This design comes from an exercise in tuning for small area and a short achievable clock period on the open sky130 flow, not from production work. In this exercise RTL edits were held to simulation tests only and were not proved equivalent to the original.

## flow/config.mk

```make
export PLATFORM = sky130hd
export DESIGN_NAME = top
export DESIGN_NICKNAME = top
export VERILOG_FILES = /design/flow/design.v
export SDC_FILE = /design/flow/constraint.sdc
export NUM_CORES = 4
export LEC_CHECK = 0
export CAP_MARGIN = 20
export CORE_MARGIN = 2
export CORE_UTILIZATION = 40
export SLEW_MARGIN = 20
```

## flow/constraint.sdc

```tcl
create_clock -name core_clock -period 12.5 [get_ports {clk}]
set_input_delay 2.5000 -clock core_clock [delete_from_list [all_inputs] [get_ports {clk}]]
set_output_delay 2.5000 -clock core_clock [all_outputs]
set_load 0.01 [all_outputs]
```

## flow/design.v

```verilog
`timescale 1ns / 1ps
module pid_controller(
    input  logic        clk,
    input  logic        rst_n,
    input  logic [15:0] setpoint,
    input  logic [15:0] feedback,
    input  logic [15:0] Kp,
    input  logic [15:0] Ki,
    input  logic [15:0] Kd,
    input  logic [15:0] clk_prescaler,
    output logic [15:0] control_signal
);
    logic signed [16:0]  error_s;         
    logic signed [16:0]  prev_error_s;
    logic signed [31:0]  integral_s;      
    logic signed [31:0]  derivative_s;
    logic [15:0] clk_divider;
    logic        sampling_flag;
    logic signed [31:0] kp_mul, ki_mul;
    logic signed [31:0] kd_mul;
    logic signed [31:0] control_calc;
    always_ff @(posedge clk or negedge rst_n) begin
        if (!rst_n) begin
            clk_divider    <= 16'h0000;
            sampling_flag  <= 1'b0;
        end else if (clk_divider == clk_prescaler) begin
            clk_divider    <= 16'h0000;
            sampling_flag  <= 1'b1;
        end else begin
            clk_divider    <= clk_divider + 16'd1;
            sampling_flag  <= 1'b0;
        end
    end
    always_comb begin
        error_s = $signed({1'b0, setpoint}) - $signed({1'b0, feedback});
        kp_mul = $signed({1'b0, Kp}) * error_s;
        ki_mul = $signed({1'b0, Ki}) * error_s;
        kd_mul = $signed({1'b0, Kd}) * (error_s - prev_error_s);
        control_calc = kp_mul + integral_s + kd_mul;
    end
    always_ff @(posedge clk or negedge rst_n) begin
        if (!rst_n) begin
            prev_error_s   <= '0;
            integral_s     <= '0;
            derivative_s   <= '0;
            control_signal <= 16'h0000;
        end else if (sampling_flag) begin
            integral_s   <= integral_s + ki_mul;
            derivative_s <= kd_mul;
            control_signal <= control_calc[15:0];
            prev_error_s <= error_s;
        end
    end
endmodule
`timescale 1ns/1ps
module top (
  input  logic        clk,
  input  logic        rst_n,
  input  logic [15:0] setpoint,
  input  logic [15:0] feedback,
  input  logic [15:0] Kp,
  input  logic [15:0] Ki,
  input  logic [15:0] Kd,
  input  logic [15:0] clk_prescaler,
  output logic [15:0] control_signal
);
  pid_controller u_dut (
    .clk(clk),
    .rst_n(rst_n),
    .setpoint(setpoint),
    .feedback(feedback),
    .Kp(Kp),
    .Ki(Ki),
    .Kd(Kd),
    .clk_prescaler(clk_prescaler),
    .control_signal(control_signal)
  );
endmodule
```

## flow/run.sh

```bash
#!/bin/bash
# synth_recipe.tcl (not shown) runs the flow's synth.tcl, then flattens the netlist and writes it again
# the make line also repeats each setting of config.mk as NAME=value (left out here)
make -C /OpenROAD-flow-scripts/flow DESIGN_CONFIG=/design/flow/config.mk WORK_HOME=/design/flow/orfs CLKGATE_MAP_FILE= SYNTH_SCRIPT=/design/flow/synth_recipe.tcl finish
```

==> qor.yml <==
start_kind: "input pin"
cp-end-kind: "flop"
hold_path_class: "flop to flop"
ys_types: 70
start_util_pct: 40.3
grtUsageMet3_pct: 2.66
setup_tns_ns: 0
top_usage_layer: "met2"
grt_pass1_vias: 13500
wire_per_inst_um: 16.3
synth-simple-area-share_pct: 16.8
grt_max_degree: 68
async_flop_share_pct: 100
fill_cells: 4200
die_area_um2: 44800
cts_tree: "built"
synth-compound-area-share_pct: 4.76
hold_buffers: 0
crit_fanout: 7
dp_hpwl_mm: 34.7
crit_family: "adder cells"
synthesis.area_um2: 17300
min_period_ns: 12.11
finalSetupViolCount: 0
crit_type: "input pin to flop"
cp.required_ns: 12.75
synth.area.mux_share_pct: 1.23
syn_inst: 1906
grt_pass1_wl_mm: 69.0
max_slew_margin_pct: 40.3
h-tree-depth: 3
root_buffer: "clkbuf_16"
final_util_pct: 45.5
cts_sinks: 65
gp_congestion: 0.863
path_common_cell: "fa_1"
synth_top_family_by_area: "adder cells"
worstMarginPinSlew_ns: 0.896
synthFlopType: "dfrtp_1"
cts_max_path_buffers: 2
yosysWarnings: 1
die_h_um: 212
fin_worst_skew_ns: 0.00950
antenna_found_initial: 2
drcViolationCount: 0
boundaryPins: 114
die_w_um: 212
max_freq_ghz: 0.0825
ys_seq_elements: 65
synth_adder_area_share_pct: 48.1
drive_gt1_share_pct: 5.18
layout-area-overhead-vs-synth_pct: 12.7
seq_area_frac_synth_pct: 9.43
core_um2: 42800
routed_wl_mm: 41.7
arrival_ns: 12.36
clk_pin_slew_ns: 0.06
layout.nets: 2587
vias_per_cell: 4.88
synth_edf_count: 0
drt-initial-drc-count: 555
path_buf_inv: 9
period_share_pct: 96.9
ant_nets: 0
crit_path_max_incr_delay_ns: 0.56
hold_viol_final: 0
vias: 12500
multi_input_area_um2: 13900
status: "complete, no violations"
first_pass_iters: 5
io_buffers: 113
clk-insertion-delay-late_ns: 0.36
cp_slowest_cell: "fa_1"
grt-ovfl-total: 0
max-cap-violations: 0
grtUsageTotal_pct: 19.9
cts_buffers: 9
synth_xor_area_share_pct: 9.17
synth.avg_cell_area_um2: 9.05
rows: 76
use_met1_pct: 25.3
slew_violations: 0
grtUsageMet2_pct: 35.4
seqCellArea_um2: 1630
synthesis.nets: 2492
metrics by stage:
step / instances / setup slack [ns] / hold WS (ns) / instance area, µm²
2_1_floorplan: 1906 / 0.762 / 0.474 / 17300
3_3_place_gp: 2536 / 0.139 / 0.490 / 19100
3_5_place_dp: 2536 / -0.0625 / 0.495 / 19100
4_1_cts: 2552 / 0.276 / 0.507 / 19400
5_1_grt: 2553 / -0.00639 / 0.513 / 19400
6_report: 2554 / 0.386 / 0.503 / 19500
cells in the mapped netlist, types with 2 or more instances:
cell type	count	area share [%]
o21a_1	6	0.26
a21o_1	14	0.61
nand3b_1	4	0.17
fa_1	293	34
nor2b_1	45	1.6
o21ai_0	39	1.1
nand2b_1	26	0.94
dfrtp_1	65	9.4
a21oi_1	32	0.93
nor4_1	3	0.11
nor2_1	43	0.94
nand2_1	219	4.8
a31o_2	2	0.10
xnor2_2	2	0.19
nand3_1	14	0.41
nand4_1	4	0.14
inv_1	412	9.0
clkbuf_1	57	1.2
a31oi_1	5	0.18
o41ai_1	3	0.15
xor2_1	33	1.7
and2_1	171	6.2
nor3_1	11	0.32
and4_1	2	0.10
xnor3_1	6	0.78
a211oi_1	4	0.17
or2_2	4	0.14
xnor2_1	116	5.9
clkbuf_8	2	0.16
a2111oi_0	2	0.10
ha_1	195	14
xor2_2	2	0.19
or2_1	2	0.072
o21bai_1	5	0.22
a21boi_0	2	0.087
o2111ai_1	4	0.20
mux2_2	17	1.1
and3_1	8	0.29
cells by family after synthesis:
kind of cell | after synthesis
buf+inv | 475
xor+xnor | 162
flops | 65
fa+ha+maj | 488
simple gates | 567
mux | 19
compound gates | 130
per-layer routing:
layer / wire, µm / vias to the layer above
met5: 0 / -
met4: 1070 / 0
met3: 1690 / 49
met2: 20800 / 262
met1: 18200 / 6231
li1: - / 5922
worst register-to-register path, delay by kind of cell, from the launching register on:
kind / cells / cell delay (ns)
fa+ha+maj: 10 / 4.67
xor+xnor: 12 / 1.95
compound gates: 4 / 0.98
flops: 1 / 0.36
buf+inv: 5 / 0.27
mux: 1 / 0.26
simple gates: 1 / 0.22
cell type report:
class / count / share of cell area (%)
clock inverter: 7 / 0.405
multi-input combinational: 1366 / 71.5
timing repair buffer: 146 / 7.06
inverter: 413 / 7.97
sequential: 65 / 8.37
clock buffer: 9 / 1.16
antenna: 2 / 0.0257
tap: 546 / 3.51
sequential cells by signal (all words and copies together) (netlist names):
register / cells
u_dut.sampling_flag: 1
u_dut.integral_s: 16
u_dut.control_signal: 16
u_dut.prev_error_s: 16
u_dut.clk_divider: 16
path summary, 6_finish.rpt:
path,startpoint,slack [ns],endpoint,depth (start not counted)
setup reg to reg,u_dut.prev_error_s[0],3.68,u_dut.control_signal[15],33
max in group asynchronous,rst_n,9.55,u_dut.control_signal[7],2
hold / removal,u_dut.control_signal[3],0.50,u_dut.control_signal[3],1
setup / recovery,feedback[0],0.39,u_dut.control_signal[15],38
min in group asynchronous,rst_n,2.31,u_dut.clk_divider[1],2
hold reg to reg,u_dut.control_signal[3],0.50,u_dut.control_signal[3],1
cells in the final DEF, fill, tap and decap left out, types with 3 or more instances in the layout:
| cell | synthesis | final |
|---|---|---|
| inv_1 | 412 | 412 |
| fa_1 | 293 | 293 |
| nand2_1 | 219 | 219 |
| ha_1 | 195 | 194 |
| and2_1 | 171 | 171 |
| xnor2_1 | 116 | 113 |
| clkdlybuf4s50_1 | 0 | 112 |
| dfrtp_1 | 65 | 64 |
| nor2b_1 | 45 | 45 |
| nor2_1 | 43 | 43 |
| o21ai_0 | 39 | 39 |
| buf_4 | 0 | 33 |
| a21oi_1 | 32 | 29 |
| xor2_1 | 33 | 29 |
| nand2b_1 | 26 | 26 |
| mux2_2 | 17 | 17 |
| a21o_1 | 14 | 14 |
| nand3_1 | 14 | 14 |
| nor3_1 | 11 | 11 |
| clkbuf_16 | 0 | 9 |
| and3_1 | 8 | 8 |
| o21a_1 | 6 | 6 |
| xor2_2 | 2 | 6 |
| xnor3_1 | 6 | 6 |
| xnor2_2 | 2 | 5 |
| a31oi_1 | 5 | 5 |
| o21bai_1 | 5 | 5 |
| or2_2 | 4 | 4 |
| nand3b_1 | 4 | 4 |
| nand4_1 | 4 | 4 |
| o2111ai_1 | 4 | 3 |
| a21oi_2 | 0 | 3 |
| a211oi_1 | 4 | 3 |
| clkinvlp_4 | 0 | 3 |
timing repair:
item | in CTS | in global routing
gates resized for setup | 0 | 10
buffers inserted | 0 | 0
endpoints found under the setup margin | 0 | 1

[static timing again, ports no longer ideal]
How much do the figures lean on ideal ports? The routed layout below was timed once more, with nothing changed but the port constraints. Step 1: set_driving_cell puts a clkbuf_16 on clk and a buf_2 on each other input, an assumption about the parent block. Step 2 also shifts input and output timing later by t, the mid clock arrival at the registers, as if the neighbouring blocks saw the same clock. Three values: ideal ports, drivers, drivers and shift; two values: the first two.
shift t [ns]: 0.403
slack for setup (ns): 0.386 / 0.412 / 0.008
hold slack, ns: 0.503 / 0.503 / 0.503
slew at the worst register clock pin (ns): 0.06 / 0.06
After both steps setup and hold are still met in this run. For this run, drivers alone change the setup slack by +0.026 ns; drivers and shift together by -0.378 ns.
